From an optimization exercise on the open Yosys and OpenROAD flow, aimed at small area, a short achievable clock period and few clock cycles; shortcuts taken in it are not production practice. No functional check of the RTL was part of any run shown here. No activity file was given, so power comes from the tool's default toggle rates.

==> flow/design.v, too long to show whole: its modules and the start of the top module <==
// module MyDesign: 1515 lines
// module fa: 4 lines
module MyDesign (
    input  wire        dut_run,
    output reg         dut_busy,
    input  wire        reset_b,
    input  wire        clk,
    output wire        input_sram_write_enable,
    output wire [11:0] input_sram_write_addresss,
    output wire [15:0] input_sram_write_data,
    output wire [11:0] input_sram_read_address,
    input  wire [15:0] input_sram_read_data,
    output reg         output_sram_write_enable,
    output wire [11:0] output_sram_write_addresss,
    output wire [15:0] output_sram_write_data,
    output wire [11:0] output_sram_read_address,
    input  wire [15:0] output_sram_read_data,
    output wire        scratchpad_sram_write_enable,
    output wire [11:0] scratchpad_sram_write_addresss,
    output wire [15:0] scratchpad_sram_write_data,
    output wire [11:0] scratchpad_sram_read_address,
    input  wire [15:0] scratchpad_sram_read_data,
    output wire        weights_sram_write_enable,
    output wire [11:0] weights_sram_write_addresss,
    output wire [15:0] weights_sram_write_data,
    output wire [11:0] weights_sram_read_address,
    input  wire [15:0] weights_sram_read_data
);
  // ...
==> flow/run.sh <==
#!/bin/bash
# synth_recipe.tcl (not shown) runs the flow's synth.tcl, then flattens the netlist and writes it again
# the make line also repeats each setting of config.mk as NAME=value (left out here)
make -C /OpenROAD-flow-scripts/flow DESIGN_CONFIG=/design/flow/config.mk WORK_HOME=/design/flow/orfs CLKGATE_MAP_FILE= SYNTH_SCRIPT=/design/flow/synth_recipe.tcl finish
==> flow/config.mk <==
export PLATFORM = sky130hd
export DESIGN_NAME = MyDesign
export DESIGN_NICKNAME = MyDesign
export VERILOG_FILES = /design/flow/design.v
export SDC_FILE = /design/flow/constraint.sdc
export NUM_CORES = 4
export LEC_CHECK = 0
export ABC_AREA = 1
export CAP_MARGIN = 20
export CORE_MARGIN = 2
export CORE_UTILIZATION = 40
export SLEW_MARGIN = 20
export SYNTH_HIERARCHICAL = 1
export SYNTH_MINIMUM_KEEP_SIZE = 0
==> flow/constraint.sdc <==
create_clock -name core_clock -period 11.0 [get_ports {clk}]
set_input_delay 2.2000 -clock core_clock [delete_from_list [all_inputs] [get_ports {clk}]]
set_output_delay 2.2000 -clock core_clock [all_outputs]
set_load 0.01 [all_outputs]
==> flow_metrics.tcl, run 1 <==
set metrics [dict create \
    antennaDiodeCount 0 \
    grt_start_max_net_pins 95 \
    antenna_found_initial 5 \
    fin_util 0.447 \
    timing.critical_path.depth 8 \
    io_pins 232 \
    numClockSinks 439 \
    area_delta_synth_final_pct 11.1 \
    status "finished clean" \
    nonClkBufAreaFrac 0.0319 \
    drtPass1Iterations 5 \
    holdWs_ns 0.343 \
    seq_area_sq_um 9870 \
    seq_power_mw 2.28 \
    reg2reg_to "r586" \
    p_clk_frac 0.217 \
    fin_skew_ns 0.0287 \
    synth_top_family_by_area "adder cells" \
    die_x_um 267 \
    cts-buffers-inserted 50 \
    layout-drive-gt1-share 0.0628 \
    synth_cell_types 43 \
    seq_share 0.322 \
    synth_edf_count 108 \
    place_ws_ns 6.14 \
    min_from "x4[2]" \
    p_int_mw 4.84 \
    r2r-start "ph[0]" \
    multi_input_area_share 0.520 \
    fillers 6415 \
]
==> run 2, diff against run 1 <==
--- a/flow/config.mk
+++ b/flow/config.mk
@@ -11,2 +11,3 @@
 export CORE_UTILIZATION = 40
+export CTS_BUF_LIST = sky130_fd_sc_hd__clkbuf_4 sky130_fd_sc_hd__clkbuf_8
 export SLEW_MARGIN = 20
==> flow_metrics.tcl, run 2 <==
set metrics [dict create \
    status "finished clean" \
    p_per_area_nw_per_um2 262 \
    rr_worst_depth 8 \
    cp_max_fo 9 \
    drtPass1Iterations 7 \
    final_nets 3218 \
    comb_power_share 0.506 \
    cts-resized-gates 0 \
    grt_pass1_wl_mm 131 \
    period_share 0.420 \
    hpwl_mm 73.6 \
    reg2reg_to "r586" \
    fp-row-count 96 \
    switching_share 0.407 \
    r2r-start "ph[0]" \
    wl_met1_mm 38.3 \
    wl_per_cell_um 24.2 \
    viasPerCell 5.31 \
    multi_input_area_sq_um 15900 \
    p_clk_frac 0.210 \
    regMostFlops "kd" \
    fin_skew_ns 0.0532 \
    avgSynthCellArea_sq_um 10.3 \
    maxSlewViolCount 0 \
    port_buffers 67 \
    post-cts-setup-buffers 0 \
    holdPathEnd "wd_hi[5]" \
    antenna_found_initial 5 \
    rsz0062_at_grt "false" \
    required_ns 11.50 \
    relSlewSlack 0.153 \
    min_path_cells 0 \
    endpoint_kind "flip-flop" \
    coreArea_sq_um 68500 \
    gp_congestion 0.946 \
    seq_area_sq_um 9870 \
    cts_hold_buffers 0 \
    first_iter_violations 1828 \
    synthTopCellsByArea "dfxtp_1, fa_1, edfxtp_1" \
    async_reset_ff_frac 0 \
    crit_path_start_kind "flip-flop" \
    p_int_mw 4.75 \
    cts_buffer_depth 3 \
    max_freq_mhz 216 \
    overflow 0 \
    ys_top_cells_by_count "xor2_1, dfxtp_1, fa_1, nand2_1, o22ai_1" \
    grt_pass1_vias 19900 \
    met2_length_mm 40.9 \
    htree_levels 3 \
    routed.top_layer "met5" \
    route.detailed.drc 0 \
    yosysMostFrequentCell "xor2_1" \
    drt_wl_total_mm 89.9 \
    min_from "wd_lo[5]" \
    postSynthCellCount 2670 \
    arrival_ns 5.12 \
    die_x_um 267 \
    postRouteAntennaNets 0 \
    crit_path_start "ph[0]" \
    final_common_cell "xor2_1" \
    met3_length_mm 7.10 \
    path_class "reg2reg" \
    area_delta_synth_final_pct 11.1 \
    yosysWarnings 7 \
    io_pins 232 \
    largest_reg_flops 108 \
    synth_cell_types 43 \
    path_clk_slew_ns 0.06 \
    fp.dieH_um 267 \
    synth_edf_count 108 \
    synth-seq-cells 439 \
    grt_start_max_net_pins 95 \
    worst_slew_pin_slew_ns 1.26 \
    hp-class "reg2reg" \
    die_area_sq_um 71000 \
    fillers 6486 \
    peakVddDrop_v 0.000122 \
    finalHoldViolCount 0 \
    p_sw_mw 3.27 \
    cts_tree "built" \
    rrSetupSlack_ns 6.38 \
    synth_flop_cell "dfxtp_1" \
    final_cell_mix "xor2_1, dfxtp_1, fa_1, nand2_1, o22ai_1" \
    ys_seq_area_frac 0.358 \
    start_util 0.403 \
    report.final.setup_viol 0 \
    numClockSinks 439 \
    num_vias 19700 \
    p_leak_nw 13.0 \
    synth.cell_area_sq_um 27600 \
    clk_latency_ns 0.70 \
    layout-drive-gt1-share 0.0790 \
    design_area_sq_um 30600 \
    cts-buffers-inserted 77 \
    grt_use_total 0.255 \
    yosysTopAreaCell "dfxtp_1" \
    finalSetupTns_ns 0 \
    root_buffer "clkbuf_8" \
    power_frac_seq 0.284 \
    dpl_cell_area_sq_um 28900 \
    period_minus_slack_ns 4.62 \
    yosysTopAreaCellShare 0.240 \
    max_cap_violations 0 \
]
[run 2: cell count changes in the layout (fill, tap and decap cells not counted), sizes merged]
cell    delta
clkbuf    +56
bufinv     -1
diode      +3
inv        -6
clkinv     -1
[run 2: logic make-up after synthesis]
logic type	synth area share
and+or+nand+nor	0.0718
adders and majority gates	0.259
other	0.000136
muxes	0.0116
AOI/OAI and AO/OA	0.108
DFF	0.358
buffers and inverters	0.0838
xor gates and xnor gates	0.108
[run 2: worst max path at each step]
stage            endpoint  slack, ns
6_report             r586       6.38
2_1_floorplan        r570       7.57
3_5_place_dp     raddr[3]       6.14
3_3_place_gp   waddr_w[1]       6.22
4_1_cts              r586       6.48
5_1_grt              r586       6.37
[run 2: worst max-delay path, stage by stage, from the launching register on]
cell and delay, ns:
dfxtp_1 0.66, mux2i_1 0.93, o22ai_1 0.20, xor2_1 0.46, fa_1 0.54, fa_1 0.53
fa_1 0.56, inv_1 0.06, fa_1 0.50
[run 2: cell type report]
type,instances,area share
multi-input cells,1882,0.520
diodes,3,0.000245
clock buffers,116,0.0470
repair buffers,108,0.0319
well taps,882,0.0360
clock inverters,23,0.0101
inverters,268,0.0328
flip-flops and latches,439,0.322
[run 2: metal layers]
layer	vias to the layer above	track usage
met4	4	0.102
met2	913	0.404
met1	9844	0.343
met3	206	0.0512
li1	8776	-
met5	-	0
[run 2: through the flow]
step / cells / utilization / setup slack [ns] / total power [mW] / hold WS, ns
CTS: 3718 / 0.447 / 6.48 / 8.11 / 0.344
global route: 3720 / 0.447 / 6.37 / 8.73 / 0.350
global placement: 3578 / 0.421 / 6.22 / 6.32 / 0.334
finish: 3721 / 0.448 / 6.38 / 8.02 / 0.347
detailed placement: 3579 / 0.422 / 6.14 / 6.41 / 0.336
floorplan: 2801 / - / 7.57 / 4.94 / 0.330
[run 2: per-module statistics from Yosys, one instance, submodules excluded]
module    cell area [sq um]  flops+latches
MyDesign              21100            439
fa                     20.0              0
[run 2: power groups by stage]
stage          sequential (mW)  combinational (mW)  clock [mW]
2_1_floorplan             2.26                2.69           0
4_1_cts                   2.29                4.09        1.73
3_5_place_dp              2.32                4.09           0
5_1_grt                   2.31                4.61        1.80
6_report                  2.28                4.06        1.69
3_3_place_gp              2.30                4.02           0
==> run 3, diff against run 2 <==
--- a/flow/config.mk
+++ b/flow/config.mk
@@ -11,4 +11,3 @@
 export CORE_UTILIZATION = 40
-export CTS_BUF_LIST = sky130_fd_sc_hd__clkbuf_4 sky130_fd_sc_hd__clkbuf_8
-export SLEW_MARGIN = 20
+export SLEW_MARGIN = 85
 export SYNTH_HIERARCHICAL = 1
==> flow_metrics.tcl, run 3 <==
set metrics [dict create \
    status "finished clean" \
    die_area_sq_um 71000 \
    arrival_ns 5.57 \
    overflow 0 \
    crit_path_frequent_cell "clkdlybuf4s50_1" \
    avgSynthCellArea_sq_um 10.3 \
    dp_cells 3948 \
    coreArea_sq_um 68500 \
    final_cell_mix "dfxtp_1, nand2_1, fa_1, inv_1, xor2_1" \
    largest_reg_flops 108 \
    endpoint_kind "flip-flop" \
    yosysWarnings 7 \
    gp_congestion 0.946 \
    antenna_found_initial 7 \
    area_delta_synth_final_pct 33.4 \
    period_share 0.457 \
    synth.cell_area_sq_um 27600 \
    dpl_cell_area_sq_um 33700 \
    cts_tree "built" \
    wl_per_cell_um 23.2 \
    crit_family "buffers and inverters" \
    regMostFlops "kd" \
    cts_hold_buffers 0 \
    grt_pass1_vias 21900 \
    seq_area_sq_um 9930 \
    holdWs_ns 0.347 \
    finalHoldViolCount 0 \
    grt_use_total 0.263 \
    htree_levels 2 \
    report.final.setup_viol 0 \
    cts-buffers-inserted 49 \
    design_area_sq_um 36800 \
    p_per_area_nw_per_um2 228 \
    multi_input_area_sq_um 19600 \
    cp_cell_sequence "ha_1 > inv_1 > fa_1 > inv_1 > nand2_1 > nand3_2 > nand2_1 > nand2_1 > nand3_1 > o211ai_1 > clkdlybuf4s50_1 > buf_1 > buf_1 > clkdlybuf4s50_1 > clkdlybuf4s50_1 > clkdlybuf4s50_1 > clkdlybuf4s50_1 > clkdlybuf4s50_1 > nand2_1 > inv_1" \
    total_power_mw 8.40 \
    place_ws_ns 5.91 \
    synth-simple-area-share 0.0718 \
    peakVddDrop_v 0.000144 \
    drtPass1Iterations 7 \
    path_class "reg2reg" \
    cpPeakStageDelay_ns 0.53 \
    timing.critical_path.depth 20 \
    num_vias 21200 \
    drt_wl_total_mm 93.8 \
    synthTopCellsByArea "dfxtp_1, fa_1, edfxtp_1" \
    die_x_um 267 \
    final_common_cell "dfxtp_1" \
    max_cap_violations 0 \
    start_util 0.403 \
    hpwl_mm 78.5 \
    layout-drive-gt1-share 0.324 \
    cts-resized-gates 0 \
    grt_start_max_net_pins 34 \
    ys_top_cells_by_count "xor2_1, dfxtp_1, fa_1, nand2_1, o22ai_1" \
    path_clk_slew_ns 0.06 \
    fp-row-count 96 \
    final_nets 3567 \
    period_minus_slack_ns 5.03 \
    first_iter_violations 1647 \
    synth_cell_types 43 \
    ys_seq_area_frac 0.358 \
    maxSlewViolCount 0 \
    synthMuxAreaShare 0.0116 \
    synth_edf_count 108 \
    rr_worst_depth 20 \
    post-cts-setup-buffers 0 \
    yosysMostFrequentCell "xor2_1" \
    synth_fa_ha_area_frac 0.259 \
    postSynthCellCount 2670 \
    yosysTopAreaCell "dfxtp_1" \
    viasPerCell 5.24 \
    required_ns 11.54 \
    min_path_cells 0 \
    synthXorXnorAreaFrac 0.108 \
    synth-seq-cells 439 \
    max_freq_mhz 199 \
    io_pins 232 \
    root_buffer "clkbuf_16" \
    finalSetupTns_ns 0 \
    critPathBufInv 11 \
    fin_skew_ns 0.0243 \
    rsz0062_at_grt "false" \
    clk_latency_ns 0.61 \
    fp.dieH_um 267 \
    numClockSinks 439 \
    fillers 5893 \
    synth_top_family_by_area "adder cells" \
    route.detailed.drc 0 \
    async_reset_ff_frac 0 \
    cp_max_fo 3 \
    cts_buffer_depth 3 \
    port_buffers 67 \
    grt_pass1_wl_mm 137 \
    hp-class "reg2reg" \
    synth_flop_cell "dfxtp_1" \
    setup_slack_ns 5.97 \
    p_leak_nw 15.1 \
    yosysTopAreaCellShare 0.240 \
    synth_compound_area_frac 0.108 \
    layout.cells.non_filler 4047 \
    postRouteAntennaNets 0 \
    fin_util 0.537 \
    crit_path_top_delay_cell "clkdlybuf4s50_1" \
    crit_path_start_kind "flip-flop" \
]
## run 3: changes by cell type in the layout (fill, tap and decap cells not counted), sizes merged, moves of 4 or more
cell           delta
clkdlybuf4s15    +28
inv              +19
clkinv           -16
buf             +245
clkdlybuf4s50     -4
clkdlybuf4s18    +26
clkbuf           +33
## run 3: cell families (layout without fill, tap and decap cells)
family | count (synthesis) | after routing
and+or+nand+nor | 481 | 481
other | 1 | 133
AOI/OAI and AO/OA | 522 | 522
DFF | 439 | 439
muxes | 32 | 32
buffers and inverters | 480 | 843
xor gates and xnor gates | 340 | 340
adders and majority gates | 375 | 375
## run 3: final timing paths
kind	slack, ns	endpoint	from
max	5.97	wd_lo[1]	r810
min	0.35	wd_hi[0]	wd_lo[0]
max reg2reg	5.97	wd_lo[1]	r810
min reg2reg	0.35	wd_hi[0]	wd_lo[0]
## run 3: final cells by class
cell class | instances | area share
multi-input combinational | 1882 | 0.532
sequential | 439 | 0.270
timing repair buffer | 485 | 0.0898
clock buffer | 67 | 0.0382
inverter | 268 | 0.0333
tap | 882 | 0.0300
clock inverter | 23 | 0.00636
antenna | 1 | 0.0000680
## run 3: modules after synthesis, one instance, submodules excluded
| module | area, sq um | flops+latches | copies in the design | cells inside |
|---|---|---|---|---|
| fa | 20.0 | 0 | 325 | 1 |
| MyDesign | 21100 | 439 | 1 | 2345 |
## run 3: report_power, final
group | internal, mW | total, mW | switching (mW) | leakage (nW)
sequential | 2.09 | 2.27 | 0.178 | 3.76
combinational | 1.95 | 4.48 | 2.53 | 10.5
clock | 0.971 | 1.65 | 0.683 | 0.806
## run 3: metal layers
metal | global-route usage | vias up | routed length (um)
li1 | - | 9335 | -
met1 | 0.347 | 10700 | 38200
met2 | 0.432 | 943 | 44400
met3 | 0.0479 | 212 | 7810
met4 | 0.0975 | 4 | 3300
met5 | 0 | - | 27
## run 3: worst register-to-register path: cells and delay by family, from the launching register on
family,cells,cell delay (ns)
AND/OR/NAND/NOR,6,0.51
AO/OA/AOI/OAI,1,0.09
adder cells (fa/ha/maj),2,0.56
flip-flops,1,0.32
buffers and inverters,11,3.50
==> run 4, diff against run 3 <==
--- a/flow/config.mk
+++ b/flow/config.mk
@@ -11,3 +11,3 @@
 export CORE_UTILIZATION = 40
-export SLEW_MARGIN = 85
+export SLEW_MARGIN = 65
 export SYNTH_HIERARCHICAL = 1
==> flow_metrics.tcl, run 4 <==
set metrics [dict create \
    status "finished clean" \
    io_pins 232 \
    first_iter_violations 1701 \
    synth-seq-cells 439 \
    cts_buffer_depth 3 \
    synth.cell_area_sq_um 27600 \
    rsz0062_at_grt "false" \
    yosysMostFrequentCell "xor2_1" \
    start_util 0.403 \
    grt_pass1_wl_mm 131 \
    route.detailed.drc 0 \
    crit_path_top_delay_cell "fa_1" \
    grt_pass1_vias 19900 \
    wl_met1_mm 37.5 \
    grt_start_max_net_pins 95 \
    cp_max_fo 9 \
    largest_reg_flops 108 \
    fp-row-count 96 \
    arrival_ns 4.35 \
    crit_family "adder cells" \
    synth_edf_count 108 \
    port_buffers 67 \
    dpl_cell_area_sq_um 29800 \
    coreArea_sq_um 68500 \
    synthTopCellsByArea "dfxtp_1, fa_1, edfxtp_1" \
    worst_slew_pin_slew_ns 0.521 \
    endpoint_kind "flip-flop" \
    cp_cell_sequence "mux2i_4 > o22ai_1 > xor2_1 > fa_1 > fa_1 > fa_1 > inv_1 > fa_1" \
    hp-class "reg2reg" \
    p_per_area_nw_per_um2 257 \
    htree_levels 2 \
    wl_per_cell_um 24.1 \
    critPathBufInv 1 \
    maxSlewViolCount 0 \
    path_clk_slew_ns 0.06 \
    period_minus_slack_ns 3.92 \
    crit_path_start_kind "flip-flop" \
    synth_cell_types 43 \
    drtPass1Iterations 5 \
    crit_path_frequent_cell "fa_1" \
    met3_length_mm 7.61 \
    overflow 0 \
    post-cts-setup-buffers 0 \
    async_reset_ff_frac 0 \
    num_vias 19900 \
    cts-buffers-inserted 49 \
    postRouteAntennaNets 0 \
    rrSetupSlack_ns 7.08 \
    place_ws_ns 6.79 \
    synth_flop_cell "dfxtp_1" \
    fp.dieH_um 267 \
    final_cell_mix "xor2_1, fa_1, dfxtp_1, nand2_1, o22ai_1" \
    viasPerCell 5.33 \
    die_x_um 267 \
    path_class "reg2reg" \
    root_buffer "clkbuf_16" \
    p_leak_nw 13.2 \
    cts_tree "built" \
    required_ns 11.43 \
    fin_skew_ns 0.0276 \
    max_freq_mhz 255 \
    hpwl_mm 74.6 \
    finalSetupTns_ns 0 \
    antenna_found_initial 5 \
    yosysTopAreaCell "dfxtp_1" \
    final_common_cell "xor2_1" \
    regMostFlops "kd" \
    fillers 6373 \
    met2_length_mm 41.6 \
    avgSynthCellArea_sq_um 10.3 \
    grt_use_total 0.253 \
    cpPeakStageDelay_ns 0.55 \
    finalHoldViolCount 0 \
    relSlewSlack 0.650 \
    fin_util 0.461 \
    yosysWarnings 7 \
    clk_latency_ns 0.60 \
    final_nets 3252 \
    die_area_sq_um 71000 \
    layout-drive-gt1-share 0.0996 \
    ys_top_cells_by_count "xor2_1, dfxtp_1, fa_1, nand2_1, o22ai_1" \
    setup_slack_ns 7.08 \
    area_delta_synth_final_pct 14.5 \
    yosysTopAreaCellShare 0.240 \
    postSynthCellCount 2670 \
    ys_seq_area_frac 0.358 \
    design_area_sq_um 31600 \
    period_share 0.357 \
    gp_congestion 0.946 \
    cts_hold_buffers 0 \
    routed.top_layer "met5" \
    max_cap_violations 0 \
    report.final.setup_viol 0 \
    numClockSinks 439 \
    cts-resized-gates 0 \
    drt_wl_total_mm 89.9 \
    peakVddDrop_v 0.000139 \
]
run 4: metrics by stage:
| step | hold slack [ns] | power, mW | cells |
|---|---|---|---|
| final | 0.345 | 8.11 | 3733 |
| after global routing | 0.355 | 8.79 | 3732 |
| after CTS | 0.342 | 8.17 | 3730 |
| after detailed placement | 0.336 | 6.46 | 3639 |
| after global placement | 0.334 | 6.32 | 3578 |
| after floorplan | 0.330 | 4.94 | 2801 |
run 4: kinds of logic (layout without fill, tap and decap cells):
group,count (synthesis),after routing,share of synthesized area
xor+xnor,340,340,0.108
fa+ha+maj,375,375,0.259
compound gates,522,522,0.108
flops,439,439,0.358
other cells,1,133,0.000136
mux,32,32,0.0116
simple gates,481,481,0.0718
buf+inv,480,529,0.0838
run 4: worst register-to-register path: cells and delay by family (launching register included):
kind            cells  cell delay [ns]
compound gates      1             0.15
xor+xnor            1             0.39
fa+ha+maj           4             2.12
buf+inv             1             0.07
flops               1             0.53
mux                 1             0.50
run 4: area by class of cell:
cell class	count	area, sq um	share of cell area
multi-input cells	1882	16400	0.520
clock inverters	28	318	0.0101
repair buffers	170	1470	0.0465
inverters	268	1010	0.0319
flip-flops and latches	439	9900	0.314
clock buffers	63	1360	0.0431
well taps	882	1100	0.0350
diodes	1	2.50	0.0000793
run 4: per-module statistics from Yosys, one instance, submodules excluded:
module    flip-flops and latches  cell area [sq um]  times used  cells
MyDesign                     439              21100           1   2345
fa                             0               20.0         325      1
run 4: power by group:
part | total [mW] | switching [mW] | internal, mW
sequential | 2.28 | 0.195 | 2.09
combinational | 4.11 | 2.39 | 1.73
clock | 1.71 | 0.688 | 1.02
run 4: per-layer routing:
metal	global-route usage	up-vias
li1	-	8847
met2	0.407	907
met4	0.0920	2
met3	0.0512	174
met1	0.338	9972
met5	0	-
run 4: worst paths after layout:
| path | to | cells past startpoint | start |
|---|---|---|---|
| worst max register to register | r586 | 8 | ph[0] |
| worst max-delay path | r586 | 8 | ph[0] |
| worst min register to register | wd_hi[3] | 0 | wd_lo[3] |
| worst min-delay path | wd_hi[3] | 0 | wd_lo[3] |
==> run 5, diff against run 4 <==
==> flow/flow/run.sh (new file) <==
#!/bin/bash
# Layout: the standard ORFS flow (standard.sh, unchanged synthesis),
# with repair_timing asked to keep a setup margin of 7.7 ns on the design's
# 11 ns clock, and the port buffers made as buf_2 cells.
# Each ORFS step writes its full log under orfs/logs; make's output goes to
# standard.log.
set -o pipefail
bash standard.sh SETUP_SLACK_MARGIN=7.7 "BUFFER_PORTS_ARGS=-buffer_cell sky130_fd_sc_hd__buf_2" finish > standard.log 2>&1
==> flow/standard.sh (new file) <==
#!/bin/bash
# synth_recipe.tcl (not shown) runs the flow's synth.tcl, then flattens the netlist and writes it again
# the make line also repeats each setting of config.mk as NAME=value (left out here)
make -C /OpenROAD-flow-scripts/flow DESIGN_CONFIG=/design/flow/config.mk WORK_HOME=/design/flow/orfs CLKGATE_MAP_FILE= SYNTH_SCRIPT=/design/flow/synth_recipe.tcl "${@:-finish}"
removed: flow/run.sh
==> flow_metrics.tcl, run 5 <==
set metrics [dict create \
    finalSetupTns_ns 0 \
    synth-simple-area-share 0.0718 \
    grt_start_max_net_pins 82 \
    cts_buffer_depth 3 \
    yosysTopAreaCell "dfxtp_1" \
    relSlewSlack 0.624 \
    viasPerCell 5.30 \
    switching_share 0.402 \
    path_class "reg2reg" \
    die_x_um 267 \
    cpPeakStageDelay_ns 0.62 \
    max_cap_violations 0 \
    async_reset_ff_frac 0 \
    rrSetupSlack_ns 7.38 \
    cp_max_fo 3 \
    arrival_ns 4.07 \
    p_int_mw 4.95 \
    postRouteAntennaNets 0 \
    crit_path_start_kind "flip-flop" \
    gp_congestion 0.989 \
    fillers 6300 \
    regMostFlops "kd" \
    root_buffer "clkbuf_16" \
    synth_fa_ha_area_frac 0.259 \
    first_iter_violations 1679 \
    ys_seq_area_frac 0.358 \
    numClockSinks 439 \
    cts_tree "built" \
    largest_reg_flops 108 \
    cp_cell_sequence "buf_4 > mux2i_4 > buf_4 > o22ai_1 > xor2_1 > fa_2 > fa_1 > fa_2 > fa_2" \
    area_delta_synth_final_pct 20.8 \
    synthXorXnorAreaFrac 0.108 \
    grt_pass1_wl_mm 134 \
    p_sw_mw 3.32 \
    htree_levels 2 \
    rsz0062_at_grt "true" \
    final_cell_mix "xor2_1, dfxtp_1, nand2_1, fa_1, o22ai_1" \
    grt_use_total 0.257 \
    period_minus_slack_ns 3.62 \
    final_nets 3365 \
    overflow 0 \
    yosysMostFrequentCell "xor2_1" \
    io_pins 232 \
    grt_pass1_vias 20800 \
    cts_hold_buffers 0 \
    fin_skew_ns 0.0333 \
    design_area_sq_um 33300 \
    start_util 0.403 \
    synth-seq-cells 439 \
    finalHoldViolCount 0 \
    hpwl_mm 74.2 \
    comb_power_share 0.524 \
    coreArea_sq_um 68500 \
    synth_compound_area_frac 0.108 \
    synthTopCellsByArea "dfxtp_1, fa_1, edfxtp_1" \
    clk_latency_ns 0.60 \
    drtPass1Iterations 5 \
    endpoint_kind "flip-flop" \
    maxSlewViolCount 0 \
    synth_top_family_by_area "adder cells" \
    worst_slew_pin_slew_ns 0.563 \
    synth_edf_count 108 \
    die_area_sq_um 71000 \
    required_ns 11.45 \
    synth.cell_area_sq_um 27600 \
    synth_flop_cell "dfxtp_1" \
    avgSynthCellArea_sq_um 10.3 \
    layout-drive-gt1-share 0.203 \
    postSynthCellCount 2670 \
    yosysTopAreaCellShare 0.240 \
    num_vias 20400 \
    synth_cell_types 43 \
    drt_wl_total_mm 91.4 \
    cts-buffers-inserted 49 \
    wl_per_cell_um 23.8 \
    fp-row-count 96 \
    path_clk_slew_ns 0.06 \
    crit_path_frequent_cell "fa_2" \
    p_per_area_nw_per_um2 248 \
    hp-class "reg2reg" \
    final_common_cell "xor2_1" \
    total_power_mw 8.27 \
    route.detailed.drc 0 \
    max_freq_mhz 276 \
    dp_cells 3628 \
    period_share 0.330 \
    synthMuxAreaShare 0.0116 \
    status "finished clean" \
    port_buffers 67 \
    p_leak_nw 14.0 \
    power_frac_seq 0.274 \
    layout.cells.non_filler 3846 \
    antenna_found_initial 4 \
    peakVddDrop_v 0.000117 \
    fp.dieH_um 267 \
    p_clk_frac 0.201 \
    ys_top_cells_by_count "xor2_1, dfxtp_1, fa_1, nand2_1, o22ai_1" \
    report.final.setup_viol 0 \
    yosysWarnings 7 \
    crit_path_top_delay_cell "fa_2" \
    dpl_cell_area_sq_um 29700 \
]
-- run 5: per-stage QoR --
step | util | hold WS, ns | setup slack [ns]
finish | 0.486 | 0.341 | 7.38
CTS | 0.479 | 0.347 | 7.48
floorplan | - | 0.346 | 7.66
global placement | 0.419 | 0.331 | 6.50
detailed placement | 0.434 | 0.333 | 7.06
global route | 0.486 | 0.350 | 7.34
-- run 5: power by group through the flow --
stage                     sequential, mW  clock (mW)  combinational [mW]
after global placement              2.31           0                3.96
after global routing                2.31        1.76                4.92
final                               2.27        1.67                4.34
after CTS                           2.28        1.70                4.30
after floorplan                     2.26           0                2.71
after detailed placement            2.33           0                4.08
-- run 5: worst max-delay path, delay by kind of cell, from the launching register on --
family	cells	cell delay, ns
buffers and inverters	2	0.32
adders and majority gates	4	2.08
muxes	1	0.37
xor gates and xnor gates	1	0.23
AOI/OAI and AO/OA	1	0.08
DFF	1	0.38
-- run 5: layer usage --
metal  track usage  part of all wire
met3        0.0609             0.086
met5             0           0.00013
met1         0.334              0.41
met4        0.0828             0.030
met2         0.424              0.47
-- run 5: logic make-up after synthesis --
family,after synthesis
compound gates,522
simple gates,481
buf+inv,480
flops,439
fa+ha+maj,375
xor+xnor,340
mux,32
other cells,1
-- run 5: Yosys stat by module (local to each module, per instance) --
| module | times used | cell area (sq um) |
|---|---|---|
| MyDesign | 1 | 21100 |
| fa | 325 | 20.0 |
-- run 5: final cells by class --
class                      instances  area (sq um)  share of cell area
timing repair buffer             283          2540              0.0762
multi-input combinational       1882         17100               0.513
sequential                       439          9910               0.298
tap                              882          1100              0.0331
clock inverter                    26           250             0.00751
clock buffer                      65          1380              0.0415
antenna                            1          2.50           0.0000751
inverter                         268          1040              0.0312
-- run 5: final timing paths --
kind | to | cells past startpoint | startpoint
setup / recovery | r570 | 9 | ph[3]
hold / removal | wd_hi[1] | 0 | wd_lo[1]
setup reg to reg | r570 | 9 | ph[3]
hold reg to reg | wd_hi[1] | 0 | wd_lo[1]
-- run 5: repair_timing --
action,4_1_cts,5_1_grt
buffers inserted,109,17
gates cloned,0,0
pin swaps,64,44
setup endpoints to repair,56,56
resized for setup,72,71
==> run 6, diff against run 5 <==
==> flow/flow/run.sh (replaced) <==
#!/bin/bash
# Layout: the standard ORFS flow (standard.sh, unchanged synthesis),
# with repair_timing asked to keep a setup margin of 7.3 ns on the design's
# 11 ns clock, and the port buffers made as buf_2 cells.
# Each ORFS step writes its full log under orfs/logs; make's output goes to
# standard.log.
set -o pipefail
bash standard.sh SETUP_SLACK_MARGIN=7.3 "BUFFER_PORTS_ARGS=-buffer_cell sky130_fd_sc_hd__buf_2" finish > standard.log 2>&1
==> flow_metrics.tcl, run 6 <==
set metrics [dict create \
    endpoint_kind "flip-flop" \
    report.final.setup_viol 0 \
    finalSetupTns_ns 0 \
    cp_cell_sequence "mux2i_1 > buf_4 > o22ai_1 > xor2_2 > fa_1 > fa_1 > fa_1 > inv_1 > fa_1" \
    p_leak_nw 13.5 \
    hp-class "reg2reg" \
    yosysMostFrequentCell "xor2_1" \
    port_buffers 67 \
    arrival_ns 4.13 \
    drt_wl_total_mm 89.9 \
    gp_congestion 1.01 \
    numClockSinks 439 \
    place_ws_ns 7.04 \
    cts_tree "built" \
    antennaDiodeCount 0 \
    p_per_area_nw_per_um2 254 \
    path_clk_slew_ns 0.06 \
    max_freq_mhz 272 \
    cts-buffers-inserted 50 \
    area_delta_synth_final_pct 15.5 \
    yosysWarnings 7 \
    regMostFlops "kd" \
    overflow 0 \
    avgSynthCellArea_sq_um 10.3 \
    status "finished clean" \
    period_share 0.335 \
    fp.dieH_um 267 \
    layout-drive-gt1-share 0.137 \
    crit_path_start_kind "flip-flop" \
    peakVddDrop_v 0.000148 \
    grt_pass1_vias 20200 \
    largest_reg_flops 108 \
    grt_pass1_wl_mm 131 \
    rsz0062_at_grt "false" \
    coreArea_sq_um 68500 \
    drtPass1Iterations 5 \
    viasPerCell 5.31 \
    maxSlewViolCount 0 \
    yosysTopAreaCell "dfxtp_1" \
    fin_skew_ns 0.0546 \
    first_iter_violations 1580 \
    num_vias 20000 \
    required_ns 11.45 \
    yosysTopAreaCellShare 0.240 \
    max_cap_violations 0 \
    grt_use_total 0.252 \
    ys_top_cells_by_count "xor2_1, dfxtp_1, fa_1, nand2_1, o22ai_1" \
    wl_per_cell_um 23.9 \
    synth.cell_area_sq_um 27600 \
    synth_cell_types 43 \
    hpwl_mm 74.4 \
    final_nets 3283 \
    final_common_cell "xor2_1" \
    crit_path_frequent_cell "fa_1" \
    synth_edf_count 108 \
    die_area_sq_um 71000 \
    synthTopCellsByArea "dfxtp_1, fa_1, edfxtp_1" \
    cp_max_fo 8 \
    clk_latency_ns 0.61 \
    synth_flop_cell "dfxtp_1" \
    crit_path_top_delay_cell "fa_1" \
    start_util 0.403 \
    route.detailed.drc 0 \
    postSynthCellCount 2670 \
    synth-seq-cells 439 \
    root_buffer "clkbuf_16" \
    async_reset_ff_frac 0 \
    finalHoldViolCount 0 \
    htree_levels 2 \
    grt_start_max_net_pins 86 \
    relSlewSlack 0.616 \
    antenna_found_initial 2 \
    cpPeakStageDelay_ns 0.59 \
    fp-row-count 96 \
    final_cell_mix "xor2_1, fa_1, dfxtp_1, nand2_1, o22ai_1" \
    setup_slack_ns 7.32 \
    io_pins 232 \
    die_x_um 267 \
    postRouteAntennaNets 0 \
    worst_slew_pin_slew_ns 0.574 \
    ys_seq_area_frac 0.358 \
    fillers 6380 \
    path_class "reg2reg" \
    period_minus_slack_ns 3.68 \
    cts_buffer_depth 3 \
]
[run 6: cell counts after synthesis]
Identical to the previous run, type by type.
[run 6: cell families (layout without fill, tap and decap cells)]
| group | count (synthesis) | in the layout | synth area share |
|---|---|---|---|
| flops | 439 | 439 | 0.358 |
| simple gates | 481 | 481 | 0.0718 |
| other cells | 1 | 132 | 0.000136 |
| buf+inv | 480 | 561 | 0.0838 |
| compound gates | 522 | 522 | 0.108 |
| mux | 32 | 32 | 0.0116 |
| fa+ha+maj | 375 | 375 | 0.259 |
| xor+xnor | 340 | 340 | 0.108 |
[run 6: worst max-delay path, delay by kind of cell, from the launching register on]
kind / cells / cell delay [ns]
AOI/OAI and AO/OA: 1 / 0.13
DFF: 1 / 0.43
muxes: 1 / 0.22
adders and majority gates: 4 / 2.09
xor gates and xnor gates: 1 / 0.32
buffers and inverters: 2 / 0.30
[run 6: report_power, final]
part / internal, mW / switching, mW
logic: 1.71 / 2.34
clock network: 1.03 / 0.706
registers: 2.09 / 0.194
total: 4.83 / 3.24
[run 6: worst paths after layout]
| check | from | endpoint | cells past startpoint | slack (ns) |
|---|---|---|---|---|
| worst max-delay path | ph[0] | r586 | 9 | 7.32 |
| worst min register to register | wd_lo[4] | wd_hi[4] | 0 | 0.34 |
| worst min-delay path | wd_lo[4] | wd_hi[4] | 0 | 0.34 |
| worst max register to register | ph[0] | r586 | 9 | 7.32 |
[run 6: cell type report]
| class | count | area [sq um] | share of cell area |
|---|---|---|---|
| well taps | 882 | 1100 | 0.0347 |
| repair buffers | 200 | 1550 | 0.0487 |
| clock buffers | 70 | 1530 | 0.0481 |
| clock inverters | 23 | 233 | 0.00731 |
| flip-flops and latches | 439 | 9910 | 0.311 |
| inverters | 268 | 1010 | 0.0316 |
| multi-input cells | 1882 | 16500 | 0.518 |
[run 6: metal layers]
| layer | GRT usage | vias to the layer above | share of wire |
|---|---|---|---|
| li1 | - | 8900 | - |
| met1 | 0.331 | 9889 | 0.41 |
| met2 | 0.406 | 970 | 0.46 |
| met3 | 0.0575 | 229 | 0.093 |
| met4 | 0.0961 | 2 | 0.037 |
| met5 | 0 | - | 0.00014 |
[run 6: stage by stage]
stage	instances	cell area (sq um)	util	power, mW	hold WS (ns)
after global placement	3570	28400	0.416	6.21	0.333
after detailed placement	3636	29600	0.432	6.37	0.331
after global routing	3764	31800	0.465	8.79	0.354
final	3764	31800	0.465	8.07	0.345
after CTS	3746	31600	0.461	8.14	0.348
after floorplan	2801	28100	-	4.94	0.330
[run 6: repair_timing]
action / CTS / global route
setup endpoints to repair: 43 / 19
cloned: 0 / 0
buffers inserted: 17 / 17
resized for setup: 3 / 2
pin swaps: 1 / 2
hold buffers: 0 / 0
[run 6: Yosys stat by module, one instance, submodules excluded]
module,copies in the design,cell area (sq um)
fa,325,20.0
MyDesign,1,21100

-- what the ideal ports hide --
Ports are ideal in the flow. The routed layouts listed here were re-timed in OpenROAD.
Step 1 assumes that a clkbuf_16 drives the clock port and a buf_2 every other input.
Step 2 moves the port delays by t, midway between the first and last clock arrival at a register: inputs arrive t later, outputs are due t later. That takes back most of the time a late clock gives input paths.
Three values: no drivers, after step 1, after step 2; two values: the first two.
run	shift t [ns]	slack for setup (ns)	hold slack, ns	clock arrival spread, ns	worst data-port slew with drivers (ns)
run 1	0.661	6.408 / 6.408 / 6.138	0.343 / 0.343 / 0.343	0.029 / 0.029	0.08
run 2	0.726	6.380 / 6.380 / 6.188	0.347 / 0.347 / 0.347	0.053 / 0.054	0.08
run 3	0.664	5.973 / 5.973 / 5.973	0.347 / 0.347 / 0.347	0.027 / 0.026	0.09
run 4	0.651	7.078 / 7.078 / 7.078	0.345 / 0.345 / 0.345	0.029 / 0.028	0.09
run 5	0.653	7.375 / 7.375 / 7.375	0.341 / 0.341 / 0.341	0.034 / 0.033	0.05
run 6	0.653	7.317 / 7.317 / 7.317	0.345 / 0.345 / 0.345	0.055 / 0.055	0.04
After both steps setup and hold are still met in every run listed. The setup slack of run 1, which loses most, moves by 0.000 ns with the drivers and by -0.270 ns with both steps.
